Context: an optimization exercise on an open-source flow, tuned for small area. The choices shown serve that exercise and are no tape-out recipe. In this exercise RTL edits were held to simulation tests only and were not proved equivalent to the original. In every run shown here, the design's own scripts or RTL, not TritonCTS, make the clock network. The flow treats the clock pin as an ideal source. Dropping or thinning the clock tree relies on that and would not hold on a real chip. No activity file was given, so power comes from the tool's default toggle rates.

==> flow/flow/run.sh <==
#!/bin/bash
# The standard layout (standard.sh) with these changes:
# - buf_1 cells as the port buffers;
# - synthesis's upsized logic cells set back to drive 1 after floorplan (downsize.tcl);
# - a one-level clock distribution (clkb.tcl) in place of TritonCTS;
# - power recovery (downsizing off the critical paths) after global routing.
# make's output goes to standard.log; each ORFS step keeps its own log under orfs/logs.
export OWN_FLOW_DIR=$(pwd)/flow
export BUFFER_PORTS_ARGS="-buffer_cell sky130_fd_sc_hd__buf_1"
export POST_FLOORPLAN_TCL=$OWN_FLOW_DIR/downsize.tcl
export PRE_CTS_TCL=$OWN_FLOW_DIR/cts_pre.tcl
export CLK_NBUF=2
export CLK_BUF=sky130_fd_sc_hd__buf_12
export RECOVER_POWER=100
bash standard.sh > standard.log 2>&1
==> flow/flow/clkb.tcl <==
# Clock distribution without CTS: the clock port drives CLK_NBUF buffers of type
# CLK_BUF directly. The registers are split into CLK_NBUF groups of equal size by
# recursive bisection along the longer side of each group's bounding box; each
# buffer sits at its group's centroid and drives that group's clock pins.
set nbuf $::env(CLK_NBUF)
set bcell $::env(CLK_BUF)
set block [ord::get_db_block]
set dbu [$block getDbUnitsPerMicron]
set pts {}
foreach it [[$block findNet clk] getITerms] {
  set b [[$it getInst] getBBox]
  lappend pts [list [expr {([$b xMin] + [$b xMax]) / 2.0 / $dbu}] [expr {([$b yMin] + [$b yMax]) / 2.0 / $dbu}] [[$it getInst] getName]]
}
proc clk_split {pts k} {
  if {$k <= 1} { return [list $pts] }
  set xs [lmap p $pts {lindex $p 0}]
  set ys [lmap p $pts {lindex $p 1}]
  set dx [expr {[tcl::mathfunc::max {*}$xs] - [tcl::mathfunc::min {*}$xs]}]
  set dy [expr {[tcl::mathfunc::max {*}$ys] - [tcl::mathfunc::min {*}$ys]}]
  set ax [expr {$dx >= $dy ? 0 : 1}]
  set s [lsort -real -index $ax $pts]
  set k1 [expr {$k / 2}]
  set cut [expr {int(round(double([llength $s]) * $k1 / $k))}]
  return [concat [clk_split [lrange $s 0 [expr {$cut - 1}]] $k1] [clk_split [lrange $s $cut end] [expr {$k - $k1}]]]
}
set i 0
foreach g [clk_split $pts $nbuf] {
  set sx 0.0; set sy 0.0; set pins {}
  foreach p $g {
    set sx [expr {$sx + [lindex $p 0]}]; set sy [expr {$sy + [lindex $p 1]}]
    lappend pins [get_pins -of_objects [get_cells [lindex $p 2]] -filter "direction == input && is_clock"]
  }
  set c [list [expr {$sx / [llength $g]}] [expr {$sy / [llength $g]}]]
  puts "clock buffer $i: [llength $g] registers at $c"
  insert_buffer -buffer_cell $bcell -net clk -load_pins $pins -location $c -buffer_name clkbuf_$i -net_name clknet_$i
  incr i
}
==> flow/flow/cts_pre.tcl <==
# Sourced by ORFS's cts.tcl before clock_tree_synthesis (PRE_CTS_TCL): build the
# clock distribution with clkb.tcl and turn the following clock_tree_synthesis
# call into a no-op.
source $::env(OWN_FLOW_DIR)/clkb.tcl
rename clock_tree_synthesis {}
proc clock_tree_synthesis {args} { puts "clock_tree_synthesis skipped: clock buffers placed by clkb.tcl" }
==> flow/flow/downsize.tcl <==
# Sourced after floorplan (POST_FLOORPLAN_TCL): give every logic cell that
# synthesis upsized the drive-1 version of its cell (the same function and
# pins); later timing repair upsizes again where a path needs it.
set n 0
foreach inst [[ord::get_db_block] getInsts] {
  set m [[$inst getMaster] getName]
  if {![regexp {^(sky130_fd_sc_hd__[a-z0-9]+)_([0-9]+)$} $m -> base drive]} { continue }
  if {$drive <= 1} { continue }
  if {[string match *clkbuf* $base] || [string match *tap* $base]} { continue }
  set small [get_lib_cells -quiet ${base}_1]
  if {$small eq ""} { continue }
  replace_cell [get_cells [$inst getName]] $small
  incr n
}
puts "downsize.tcl: $n cells set to drive 1"
==> flow/standard.sh <==
#!/bin/bash
# synth_recipe.tcl (not shown) runs the flow's synth.tcl, then flattens the netlist and writes it again
# the make line also repeats each setting of config.mk as NAME=value (left out here)
make -C /OpenROAD-flow-scripts/flow DESIGN_CONFIG=/design/flow/config.mk WORK_HOME=/design/flow/orfs CLKGATE_MAP_FILE= SYNTH_SCRIPT=/design/flow/synth_recipe.tcl "${@:-finish}"
==> flow/config.mk <==
export PLATFORM = sky130hd
export DESIGN_NAME = Zad_8_1
export DESIGN_NICKNAME = Zad_8_1
export VERILOG_FILES = /design/flow/design.v
export SDC_FILE = /design/flow/constraint.sdc
export NUM_CORES = 4
export LEC_CHECK = 0
export CAP_MARGIN = 20
export CORE_AREA = 2 2 60 60
export DIE_AREA = 0 0 62 62
export PLACE_DENSITY = 0.9
export SLEW_MARGIN = 20
==> flow/constraint.sdc <==
create_clock -name core_clock -period 7.0 [get_ports {clk}]
set_input_delay 1.4000 -clock core_clock [delete_from_list [all_inputs] [get_ports {clk}]]
set_output_delay 1.4000 -clock core_clock [all_outputs]
set_load 0.01 [all_outputs]
==> flow/design.v <==
`timescale 1ns / 1ps
module Zad_8_1(
       input logic [15:0] input0,
       output logic [23:0] output0,
       input logic clk,
       input logic rst,
       input logic start,
       output logic ready
    );
logic [17:0] r;      
logic [17:0] g;      
logic [17:0] dr;     
logic [2:0] ph;      
logic init;          
logic sub;           
logic shr, shg;      
logic c;             
logic p0, p5, hi, ge3;
logic [2:0] din, op, sum, gin;
logic [3:0] k;
assign p0 = ~ph[2] & ~ph[1] & ~ph[0];
assign p5 = ph[2] & ~ph[1] & ~ph[0];
assign hi  = (dr[15:2] == 14'd0);        
assign ge3 = ~hi | (dr[1] & dr[0]);      
assign din = init ? {p0 & ge3, 2'b00} : {r[1:0], shr};
assign gin = init ? {2'b00, p0}       : {g[1:0], p0 ? sub : shg};
assign op  = dr[2:0] ^ {3{sub}};
assign k[0] = c;
genvar i;
generate for (i = 0; i < 3; i++) begin : g_add
    assign sum[i] = din[i] ^ op[i] ^ k[i];
    assign k[i+1] = (din[i] & op[i]) | (din[i] & k[i]) | (op[i] & k[i]);
end endgenerate
assign ready = ~init & p0 & g[17];
always_ff @(posedge clk) begin
    r   <= {sum, r[17:3]};
    g   <= {gin, g[17:3]};
    dr  <= start ? {2'b00, input0} : {dr[2:0], dr[17:3]};
    shr <= r[2] & ~p5;                   
    shg <= g[2];
    if (start)   c <= 1'b1;
    else if (p5) c <= ~sum[2];
    else         c <= k[3];
    if (start)   sub <= 1'b1;
    else if (p5) sub <= ~sum[2];
    if (rst)        ph <= 3'b010;
    else if (start) ph <= 3'b000;
    else if (ready) ph <= 3'b010;
    else            ph <= {ph[1:0], ~ph[2]};
    if (start)   init <= 1'b1;
    else if (p5) init <= 1'b0;
end
assign output0 = {{4{hi & ~dr[1] & ~dr[0]}}, hi & ~dr[1], hi & ~dr[0], g[16:0], sub};
endmodule
==> out/results.ini, run 1 <==
[run_status]
status = timing/DRC/antenna clean

[setup_path]
critical_path.max_fanout = 4
timing.critical_path.arrival_ns = 1.56
cp-start-kind = flop
cp.required_ns = 5.60
crit_type = reg -> out
setup.worst_path.start = dr[7]
worst_r2r_startpoint = init
cp-end-kind = output port

[drt]
aggregate_routed_wire_length_um = 2820
wirelength_per_cell_um = 13.1
dr.pass1.iters = 3
via_count = 1024
drtIter0Drc = 30
drt-vias-per-instance = 4.74
route.antenna.remaining_nets = 0
drc = 0

[layout]
diodes = 0
seq_area_mm2 = 0.00124
postLayoutCellArea_mm2 = 0.00199
final_common_cell = sky130_fd_sc_hd__dfxtp_1
layout_common_cells = sky130_fd_sc_hd__dfxtp_1 (62), sky130_fd_sc_hd__buf_1 (42), sky130_fd_sc_hd__mux2_1 (16)
layout-drive-gt1-share_pct = 1.18
layout-area-overhead-vs-synth_pct = 3.85
multiInputGateArea_um2 = 470
design.final.nets = 194
fillerInstances = 266

[global_route]
global_route.peak_usage_layer = met2
global_route.usage.met3_pct = 1.86
grt_start_max_net_pins = 32
gr-usage-all-layers_pct = 14.7
global_route.usage.met1_pct = 19.7
globalRouteMet2Util_pct = 26.5
first_global_vias = 990
grt.overflow.total = 0
grt_first_pass_wirelength_um = 4270
initial_antenna_violation_count = 0

[clock_network]
cts_resized = 0
setup_bufs_post_cts = 0
postCtsHoldBufs = 0
worst_setup_hold_path_clk_slew_ns = 0.12
worstSkewPairLatency_ns = 0.15

[min_path]
worst_hold_startpoint = r[15]
hold_class = reg -> reg

[power]
power_leakage_nw = 0.784
power.ir.vdd_worst_v = 0.000207
cellPowerDensity_mw_per_mm2 = 300

[placement]
postPlaceCellArea_mm2 = 0.00195
hpwlAfterDp_um = 2120
numPortBuffers = 43
place_congestion = 0.721

[timing]
hold_viol_final = 0
achievable-frequency_ghz = 0.338
setup_viol = 0
timing_max_transition_violations_final = 0
final.setup.tns_ns = 0
finClkSkew_ns = 0.0104
timing.final.crit_share_pct = 42.3
rsz_0062_raised_after_global_routing = false
worst_slew_pin_slew_ns = 1.17
finalWorstPathRequiredPeriod_ns = 2.96
worst_slew_margin_rel_pct = 22.1

[floorplan]
starting_density_of_the_core_pct = 58.4
boundaryPins = 44
floorplan.rows = 21
dieHeight_um = 62
die_w_um = 62
core-area_mm2 = 0.00328
die_area_mm2 = 0.00384

[synth]
seq_area_frac_synth_pct = 64.7
syn-instance-count = 149
yosys.cell_types.count = 27
synth.largest_area_cell = sky130_fd_sc_hd__dfxtp_1
post-synth-top-area-fraction_pct = 64.7
synth.net_count = 171
ys.warnings.count = 1
synth_seq_cells = 62
synthTopCellsByArea = sky130_fd_sc_hd__dfxtp_1 (65%), sky130_fd_sc_hd__mux2_2 (9.4%), sky130_fd_sc_hd__buf_4 (8.2%), sky130_fd_sc_hd__fa_1 (3.1%), sky130_fd_sc_hd__nor2b_1 (1.6%)
syn_area_mm2 = 0.00192
mean_cell_area_of_the_mapped_netlist_um2 = 12.9

[job]
drv_cap = 0

worst max-delay path, stage by stage, from the launching register on:
cell	delay, ns
sky130_fd_sc_hd__dfxtp_1	0.33
sky130_fd_sc_hd__nor4_1	0.32
sky130_fd_sc_hd__nand4_1	0.25
sky130_fd_sc_hd__nor3_1	0.33
sky130_fd_sc_hd__buf_1	0.19
flip-flops by register name, indices dropped and copies added, names as in the netlist:
| register | flops |
|---|---|
| r | 18 |
| shg | 1 |
| dr | 18 |
| sub | 1 |
| shr | 1 |
| g | 18 |
| ph | 3 |
| c | 1 |
| init | 1 |
per-stage QoR:
stage,worst slack (ns),power (mW),util (%),std cells,hold WS (ns)
after floorplan,4.22,0.467,-,149,0.310
after global placement,4.25,0.472,59.5,214,0.312
after detailed placement,4.21,0.479,59.5,214,0.314
after CTS,4.21,0.581,60.7,216,0.314
after global routing,3.90,0.622,60.7,216,0.350
final,4.04,0.598,60.7,216,0.337
final timing paths:
kind	cells after the start	end	slack, ns
hold reg to reg	0	r[12]	0.34
setup / recovery	4	output0[22]	4.04
setup reg to reg	10	sub	4.66
hold / removal	0	r[12]	0.34
cell usage after synthesis:
cell type,number
sky130_fd_sc_hd__and2_2,1
sky130_fd_sc_hd__or2_2,1
sky130_fd_sc_hd__nor3_1,2
sky130_fd_sc_hd__dfxtp_1,62
sky130_fd_sc_hd__and3_1,1
sky130_fd_sc_hd__xnor2_1,2
sky130_fd_sc_hd__nand2_1,5
sky130_fd_sc_hd__inv_1,6
sky130_fd_sc_hd__nor4_1,4
sky130_fd_sc_hd__o21bai_1,1
sky130_fd_sc_hd__a21o_2,1
sky130_fd_sc_hd__mux2_2,16
sky130_fd_sc_hd__nor2_1,4
sky130_fd_sc_hd__nor3b_1,1
sky130_fd_sc_hd__fa_1,3
sky130_fd_sc_hd__o21ai_0,2
sky130_fd_sc_hd__or3b_4,1
sky130_fd_sc_hd__nor2b_1,5
sky130_fd_sc_hd__o221ai_1,1
sky130_fd_sc_hd__buf_2,3
sky130_fd_sc_hd__nand4_1,1
sky130_fd_sc_hd__nand2b_4,1
sky130_fd_sc_hd__xor2_1,1
sky130_fd_sc_hd__a211o_1,1
sky130_fd_sc_hd__a31oi_1,1
sky130_fd_sc_hd__a21o_1,1
sky130_fd_sc_hd__buf_4,21
logic make-up after synthesis:
| group | after synthesis | share of synthesized area, % |
|---|---|---|
| DFF | 62 | 64.7 |
| buffers and inverters | 30 | 10.2 |
| and+or+nand+nor | 27 | 8.28 |
| muxes | 16 | 9.39 |
| AOI/OAI and AO/OA | 8 | 3.00 |
| xor gates and xnor gates | 3 | 1.37 |
| adders and majority gates | 3 | 3.13 |
routing by layer:
metal	wire length [um]	share of wire, %
met5	0	0
met2	1350	48
met3	155	5.5
met1	1300	46
met4	11	0.39
power breakdown:
group          switching [mW]  internal (mW)  total, mW
combinational          0.0206         0.0200     0.0406
sequential             0.0206          0.409      0.429
clock                  0.0817         0.0467      0.128
layout make-up, clock buffers not listed:
class / instances / share of cell area (%)
Inverter: 6 / 1.13
Multi-Input combinational cell: 57 / 23.6
Sequential cell: 62 / 62.3
Tap cell: 46 / 2.89
Timing Repair Buffer: 43 / 8.10
==> inputs of run 2 (changes only) <==
--- a/flow/design.v
+++ b/flow/design.v
@@ -15,5 +15,5 @@
 logic sub;           
 logic shr, shg;      
-logic c;             
+logic cn;            
 logic p0, p5, hi, ge3;
 logic [2:0] din, op, sum, gin;
@@ -26,5 +26,5 @@
 assign gin = init ? {2'b00, p0}       : {g[1:0], p0 ? sub : shg};
 assign op  = dr[2:0] ^ {3{sub}};
-assign k[0] = c;
+assign k[0] = ~cn;
 genvar i;
 generate for (i = 0; i < 3; i++) begin : g_add
@@ -39,7 +39,7 @@
     shr <= r[2] & ~p5;                   
     shg <= g[2];
-    if (start)   c <= 1'b1;
-    else if (p5) c <= ~sum[2];
-    else         c <= k[3];
+    if (start)   cn <= 1'b0;
+    else if (p5) cn <= sum[2];
+    else         cn <= ~k[3];
     if (start)   sub <= 1'b1;
     else if (p5) sub <= ~sum[2];
==> run 2 against run 1 <==
Worst hold slack improved by 0.00071 ns. Combinational power shrank 6.2%. Clock skew is 0.0070 ns lower. Sequential power about the same. Worst setup slack got worse by 0.025 ns. First-iteration DRC count decreased by 40%. Final area down 1.0%. Synthesized cell count down 4.0%. Largest cell class unchanged. Largest power group unchanged.
==> out/results.ini, run 2 <==
[setup_path]
r2r.worst_path.cells = 6  ; -4
cp-start-kind = flop
r2r_slack_ns = 4.62  ; -0.04 ns
timing.critical_path.max_delay_family = simple AND/OR/NAND/NOR gates
critical_path.max_fanout = 4  ; unchanged
critical_path.max_stage_delay_ns = 0.36  ; +0.03 ns
crit_buf_inv = 1  ; unchanged
timing.critical_path.arrival_ns = 1.58  ; +0.02 ns
crit_type = reg -> out
worstSetupPathDepth = 4  ; unchanged
cp-end-kind = output port
worst_r2r_startpoint = init
crit_chain = nor4_1, nand4_1, nor3_1, buf_1
cp.required_ns = 5.60  ; about the same
critical-path-slowest-cell = sky130_fd_sc_hd__nor3_1
setup.worst_path.start = dr[7]

[floorplan]
dieHeight_um = 62  ; unchanged
boundaryPins = 44  ; unchanged
floorplan.rows = 21  ; unchanged
starting_density_of_the_core_pct = 57.6  ; -0.84 points
core-area_mm2 = 0.00328  ; unchanged
die_area_mm2 = 0.00384  ; unchanged
die_w_um = 62  ; unchanged

[synth]
synth.net_count = 165  ; -3.5%
synthArstFlopShare_pct = 0  ; unchanged
synth-edff-count = 0  ; unchanged
post-synth-top-area-fraction_pct = 65.6  ; +0.94 points
postSynth.topFlopCell = sky130_fd_sc_hd__dfxtp_1
yosys.cell_types.count = 25  ; -7.4%
synth_commonest_cells = sky130_fd_sc_hd__dfxtp_1 (62), sky130_fd_sc_hd__buf_4 (21), sky130_fd_sc_hd__mux2_2 (16)
ys.warnings.count = 1  ; unchanged
synth_seq_cells = 62  ; unchanged
synthTopCellsByArea = sky130_fd_sc_hd__dfxtp_1 (66%), sky130_fd_sc_hd__mux2_2 (9.5%), sky130_fd_sc_hd__buf_4 (8.3%), sky130_fd_sc_hd__fa_1 (3.2%), sky130_fd_sc_hd__nor2b_1 (2.0%)
syn_area_mm2 = 0.00189  ; -1.4%
synth.largest_area_cell = sky130_fd_sc_hd__dfxtp_1
mean_cell_area_of_the_mapped_netlist_um2 = 13.2  ; +2.7%
seq_area_frac_synth_pct = 65.6  ; +0.94 points
yosysMostFrequentCell = sky130_fd_sc_hd__dfxtp_1
syn-instance-count = 143  ; -4.0%

[placement]
placement.setup.worst_slack_ns = 4.22  ; +0.0132 ns
dpl.cell_count = 208  ; -2.8%
numPortBuffers = 43  ; unchanged
place_congestion = 0.772  ; +7.1%
hpwlAfterDp_um = 1970  ; -7.2%

[global_route]
grt.overflow.total = 0  ; unchanged
first_global_vias = 930  ; -6.1%
initial_antenna_violation_count = 0  ; unchanged
grt_first_pass_wirelength_um = 4100  ; -4.1%
gr-usage-all-layers_pct = 14.1  ; -0.57 points
grt_start_max_net_pins = 32  ; unchanged

[layout]
layout-drive-gt1-share_pct = 1.22  ; +0.043 points
diodes = 0  ; unchanged
stdcell_count = 210  ; -2.8%
layout_common_cells = sky130_fd_sc_hd__dfxtp_1 (62), sky130_fd_sc_hd__buf_1 (42), sky130_fd_sc_hd__mux2_1 (16)
design.final.nets = 188  ; -3.1%
final_common_cell = sky130_fd_sc_hd__dfxtp_1
fillerInstances = 262  ; -1.5%
reg_top3 = dr x18, g x18, r x18
layout-area-overhead-vs-synth_pct = 4.30

[drt]
route.antenna.remaining_nets = 0  ; unchanged
drtIter0Drc = 18  ; -40%
dr.pass1.iters = 4  ; +1
wirelength_per_cell_um = 13.1  ; +0.53%
drt-vias-per-instance = 4.71  ; -0.66%
drc = 0  ; unchanged
aggregate_routed_wire_length_um = 2760  ; -2.3%
via_count = 989  ; -3.4%

[timing]
worst_slew_pin_slew_ns = 1.18  ; +0.0104 ns
achievable-frequency_ghz = 0.335  ; -0.84%
worst_slew_margin_rel_pct = 21.4  ; -0.69 points
layout_setup_ws_ns = 4.02  ; -0.0251 ns
final.setup.tns_ns = 0  ; unchanged
timing.final.crit_share_pct = 42.6  ; +0.36 points
worst_hold_slack_ns = 0.338  ; +0.000705 ns
finClkSkew_ns = 0.00347  ; -0.00697 ns
timing_max_transition_violations_final = 0  ; unchanged
rsz_0062_raised_after_global_routing = false
hold_viol_final = 0  ; unchanged
finalWorstPathRequiredPeriod_ns = 2.98  ; +0.0251 ns
setup_viol = 0  ; unchanged

[power]
power.ir.vdd_worst_v = 0.000138  ; -33%
power_leakage_nw = 0.757  ; -3.5%
cellPowerDensity_mw_per_mm2 = 301  ; +0.36%
total_power_mw = 0.594  ; -0.64%

[min_path]
whs_path_depth = 0  ; unchanged
hold_class = reg -> reg
worst_hold_startpoint = r[10]

[job]
drv_cap = 0  ; unchanged

[clock_network]
setup_bufs_post_cts = 0  ; unchanged
cts_resized = 0  ; unchanged
worst_setup_hold_path_clk_slew_ns = 0.11  ; about the same
worstSkewPairLatency_ns = 0.14  ; about the same
postCtsHoldBufs = 0  ; unchanged

[run_status]
status = timing/DRC/antenna clean

## run 2: per-layer routing
metal	up-vias	share of wire [%]	GRT usage (%)
li1	494	-	-
met1	463	45	19.6
met2	30	49	25.3
met3	2	5.4	1.24
met4	0	0.76	0.912
met5	-	0	0
## run 2: final cells by class, clock buffers not listed
| type | count | area, um^2 | share of cell area [%] |
|---|---|---|---|
| Tap cell | 46 | 57.6 | 2.92 |
| Multi-Input combinational cell | 55 | 465 | 23.6 |
| Timing Repair Buffer | 43 | 161 | 8.18 |
| Sequential cell | 62 | 1240 | 62.9 |
| Inverter | 2 | 7.51 | 0.380 |
## run 2: stage by stage
stage	instance area, um^2	utilization [%]
CTS	1970	60.1
global placement	1930	58.9
detailed placement	1930	58.9
floorplan	1890	-
global route	1970	60.1
finish	1970	60.1
## run 2: cell families (layout without fill, tap and decap cells)
logic type                 Yosys count  after routing  share of synthesized area [%]
xor gates and xnor gates             3              3                           1.39
buffers and inverters               26             47                           9.52
DFF                                 62             62                           65.6
muxes                               16             16                           9.52
AOI/OAI and AO/OA                    8              8                           3.18
and+or+nand+nor                     25             25                           7.61
adders and majority gates            3              3                           3.17
## run 2: worst reg2reg max path: stages (launching register included)
cell                      delay [ns]
sky130_fd_sc_hd__dfxtp_1        0.53
sky130_fd_sc_hd__nor2b_1        0.12
sky130_fd_sc_hd__fa_1           0.42
sky130_fd_sc_hd__fa_1           0.39
sky130_fd_sc_hd__fa_1           0.50
sky130_fd_sc_hd__nor2_1         0.06
sky130_fd_sc_hd__a211o_1        0.26
## run 2: power breakdown
| part | internal, mW | switching [mW] |
|---|---|---|
| combinational | 0.0194 | 0.0187 |
| sequential | 0.409 | 0.0203 |
| clock | 0.0467 | 0.0808 |
## run 2: worst paths after layout
kind	end
setup / recovery	output0[23]
hold / removal	r[7]
setup reg to reg	sub
hold reg to reg	r[7]
==> inputs of run 3 (changes only) <==
--- a/flow/design.v
+++ b/flow/design.v
@@ -12,5 +12,5 @@
 logic [17:0] dr;     
 logic [2:0] ph;      
-logic init;          
+logic initn;         
 logic sub;           
 logic shr, shg;      
@@ -23,6 +23,6 @@
 assign hi  = (dr[15:2] == 14'd0);        
 assign ge3 = ~hi | (dr[1] & dr[0]);      
-assign din = init ? {p0 & ge3, 2'b00} : {r[1:0], shr};
-assign gin = init ? {2'b00, p0}       : {g[1:0], p0 ? sub : shg};
+assign din = ~initn ? {p0 & ge3, 2'b00} : {r[1:0], shr};
+assign gin = ~initn ? {2'b00, p0}       : {g[1:0], p0 ? sub : shg};
 assign op  = dr[2:0] ^ {3{sub}};
 assign k[0] = ~cn;
@@ -32,5 +32,5 @@
     assign k[i+1] = (din[i] & op[i]) | (din[i] & k[i]) | (op[i] & k[i]);
 end endgenerate
-assign ready = ~init & p0 & g[17];
+assign ready = initn & p0 & g[17];
 always_ff @(posedge clk) begin
     r   <= {sum, r[17:3]};
@@ -48,6 +48,6 @@
     else if (ready) ph <= 3'b010;
     else            ph <= {ph[1:0], ~ph[2]};
-    if (start)   init <= 1'b1;
-    else if (p5) init <= 1'b0;
+    if (start)   initn <= 1'b0;
+    else if (p5) initn <= 1'b1;
 end
 assign output0 = {{4{hi & ~dr[1] & ~dr[0]}}, hi & ~dr[1], hi & ~dr[0], g[16:0], sub};
==> run 3 against run 2 <==
Clock power about the same. Synthesized area decreased by 0.20%. Global-route usage increased by 1.1 points. Still clean. Via count increased by 2.6%. Sequential power about the same. First-iteration DRC count decreased by 5.6%. Die area unchanged. Clock skew about the same. Worst hold slack got worse by 0.00061 ns. Wire length increased by 2.9%. Maximum frequency increased by 2.5%.
==> out/results.ini, run 3 <==
[drt]
dr.pass1.iters = 3  ; -1
wirelength_per_cell_um = 13.5  ; +2.9%
route.antenna.remaining_nets = 0  ; unchanged
routed.top_layer = met4
met2_length_um = 1490  ; +11%
routed_length_on_met1_um = 1210  ; -2.9%
drtIter0Drc = 17  ; -1
drc = 0  ; unchanged
met3RoutedLength_um = 117  ; -21%
via_count = 1015  ; +2.6%
drt-vias-per-instance = 4.83  ; +2.6%
aggregate_routed_wire_length_um = 2840  ; +2.9%

[placement]
hpwlAfterDp_um = 2130  ; +8.4%
placement.setup.worst_slack_ns = 4.25  ; +0.0260 ns
numPortBuffers = 43  ; unchanged
place_congestion = 0.779  ; +0.95%

[timing]
timing.final.crit_share_pct = 41.6  ; -1.1 points
layout_setup_ws_ns = 4.09  ; +0.0738 ns
final.setup.tns_ns = 0  ; unchanged
setup_viol = 0  ; unchanged
timing_max_transition_violations_final = 0  ; unchanged
worst_hold_slack_ns = 0.337  ; -0.000611 ns
worst_slew_margin_rel_pct = 23.5  ; +2.1 points
finalWorstPathRequiredPeriod_ns = 2.91  ; -0.0738 ns
achievable-frequency_ghz = 0.344  ; +2.5%
hold_viol_final = 0  ; unchanged
finClkSkew_ns = 0.00305  ; -0.000420 ns
worst_slew_pin_slew_ns = 1.15  ; -0.0312 ns
rsz_0062_raised_after_global_routing = false

[min_path]
worst_hold_startpoint = r[7]
hold_class = reg -> reg

[floorplan]
floorplan.rows = 21  ; unchanged
boundaryPins = 44  ; unchanged
die_area_mm2 = 0.00384  ; unchanged
starting_density_of_the_core_pct = 57.5  ; -0.11 points
die_w_um = 62  ; unchanged
core-area_mm2 = 0.00328  ; unchanged
dieHeight_um = 62  ; unchanged

[global_route]
first_global_vias = 986  ; +6.0%
initial_antenna_violation_count = 0  ; unchanged
grt_start_max_net_pins = 32  ; unchanged
gr-usage-all-layers_pct = 15.3  ; +1.1 points
grt_first_pass_wirelength_um = 4420  ; +7.8%
grt.overflow.total = 0  ; unchanged

[clock_network]
setup_bufs_post_cts = 0  ; unchanged
worst_setup_hold_path_clk_slew_ns = 0.11  ; about the same
worstSkewPairLatency_ns = 0.14  ; about the same
cts_resized = 0  ; unchanged
postCtsHoldBufs = 0  ; unchanged

[setup_path]
timing.critical_path.arrival_ns = 1.51  ; -0.07 ns
cp-end-kind = output port
worst_r2r_startpoint = initn
setup.worst_path.start = dr[2]
critical_path.max_fanout = 4  ; unchanged
crit_chain = nor4_1, nand4_1, nor3_1, buf_1
crit_type = reg -> out
critical_path.max_stage_delay_ns = 0.35  ; about the same
cp-start-kind = flop
critical-path-slowest-cell = sky130_fd_sc_hd__dfxtp_1
cp.required_ns = 5.60  ; about the same

[layout]
diodes = 0  ; unchanged
fillerInstances = 288  ; +9.9%
layout-drive-gt1-share_pct = 1.22  ; unchanged
multiInputGateArea_um2 = 463  ; -0.54%
reg_top3 = dr x18, g x18, r x18
final_common_cell = sky130_fd_sc_hd__dfxtp_1
design.final.nets = 188  ; unchanged
seq_area_mm2 = 0.00124  ; unchanged
layout_common_cells = sky130_fd_sc_hd__dfxtp_1 (62), sky130_fd_sc_hd__buf_1 (42), sky130_fd_sc_hd__mux2_1 (16)
layout-area-overhead-vs-synth_pct = 4.37  ; about the same

[synth]
synth-edff-count = 0  ; unchanged
yosysMostFrequentCell = sky130_fd_sc_hd__dfxtp_1
ys.warnings.count = 1  ; unchanged
post-synth-top-area-fraction_pct = 65.7  ; +0.13 points
syn-instance-count = 143  ; unchanged
synth_commonest_cells = sky130_fd_sc_hd__dfxtp_1 (62), sky130_fd_sc_hd__buf_4 (21), sky130_fd_sc_hd__mux2_2 (16)
synthArstFlopShare_pct = 0  ; unchanged
synthTopCellsByArea = sky130_fd_sc_hd__dfxtp_1 (66%), sky130_fd_sc_hd__mux2_2 (9.5%), sky130_fd_sc_hd__buf_4 (8.3%), sky130_fd_sc_hd__fa_1 (3.2%), sky130_fd_sc_hd__xor2_1 (1.4%)
mean_cell_area_of_the_mapped_netlist_um2 = 13.2  ; -0.20%
postSynth.topFlopCell = sky130_fd_sc_hd__dfxtp_1
seq_area_frac_synth_pct = 65.7  ; +0.13 points
synth.net_count = 165  ; unchanged
yosys.cell_types.count = 26  ; +4.0%
syn_area_mm2 = 0.00189  ; -0.20%
synth_seq_cells = 62  ; unchanged
synth.largest_area_cell = sky130_fd_sc_hd__dfxtp_1

[power]
total_power_mw = 0.593  ; -0.27%
power_leakage_nw = 0.753  ; -0.50%
cellPowerDensity_mw_per_mm2 = 301  ; -0.14%
power.ir.vdd_worst_v = 0.000130  ; -5.4%

[run_status]
status = timing/DRC/antenna clean

[job]
drv_cap = 0  ; unchanged

[run 3: cell count changes after synthesis]
cell	previous run	this run
sky130_fd_sc_hd__a21o_2	1	0
sky130_fd_sc_hd__a21oi_1	0	1
sky130_fd_sc_hd__and2_1	0	4
sky130_fd_sc_hd__nor2b_1	6	2
[run 3: cell families after synthesis]
logic type,count (synthesis),share of synthesized area [%]
DFF,62,65.7
buffers and inverters,26,9.54
and+or+nand+nor,25,7.62
muxes,16,9.54
AOI/OAI and AO/OA,8,2.98
xor gates and xnor gates,3,1.39
adders and majority gates,3,3.18
[run 3: routing by layer]
metal | track usage [%] | up-vias
met5 | 0 | -
met4 | 1.22 | 0
met3 | 1.45 | 4
met2 | 29.3 | 24
met1 | 19.2 | 490
li1 | - | 497
[run 3: critical path, delay by kind of cell, from the launching register on]
kind,cells,cell delay (ns)
buf+inv,1,0.19
flops,1,0.35
simple gates,3,0.84
[run 3: area by class of cell, clock buffers not listed]
class	count	share of cell area, %
Multi-Input combinational cell	55	23.5
Inverter	2	0.381
Timing Repair Buffer	43	8.19
Sequential cell	62	63.0
Tap cell	46	2.92
[run 3: worst paths after layout]
path | to | slack [ns] | depth (start not counted)
max reg2reg | sub | 4.68 | 6
min | r[4] | 0.34 | 0
min reg2reg | r[4] | 0.34 | 0
max | output0[21] | 4.09 | 4
[run 3: through the flow]
step           area [um^2]  utilization, %  std cells
6_report              1970            60.0        210
4_1_cts               1970            60.0        210
5_1_grt               1970            60.0        210
3_3_place_gp          1930            58.8        208
2_1_floorplan         1890               -        143
3_5_place_dp          1930            58.8        208
[run 3: power breakdown]
group          total (mW)  internal [mW]  switching, mW
Combinational      0.0371         0.0187         0.0184
Clock               0.127         0.0467         0.0804
Sequential          0.429          0.409         0.0201
Total               0.593          0.474          0.119

re-timing with driven ports:
The flow's constraints put no driver on any port. The routed layouts listed below were extracted and timed again, unchanged, in two steps.
Step 1, drivers: a clkbuf_16 drives clk and a buf_2 each remaining input, both assumed.
Step 2 moves the port delays by t, midway between the first and last clock arrival at a register: inputs arrive t later, outputs are due t later. That takes back most of the time a late clock gives input paths.
a / b / c = ideal ports / drivers / drivers and shift; a / b = the first two.
| run | t, ns | slack for setup (ns) | worst hold slack (ns) | worst setup path at the end | cell pins on the clock port's net |
|---|---|---|---|---|---|
| run 1 | 0.186 | 4.041 / 3.994 / 4.180 | 0.337 / 0.337 / 0.337 | register to output | 2 |
| run 2 | 0.183 | 4.016 / 3.970 / 4.153 | 0.338 / 0.338 / 0.338 | register to output | 2 |
| run 3 | 0.184 | 4.090 / 4.043 / 4.227 | 0.337 / 0.337 / 0.337 | register to output | 2 |
After both steps setup and hold are still met in every run listed.
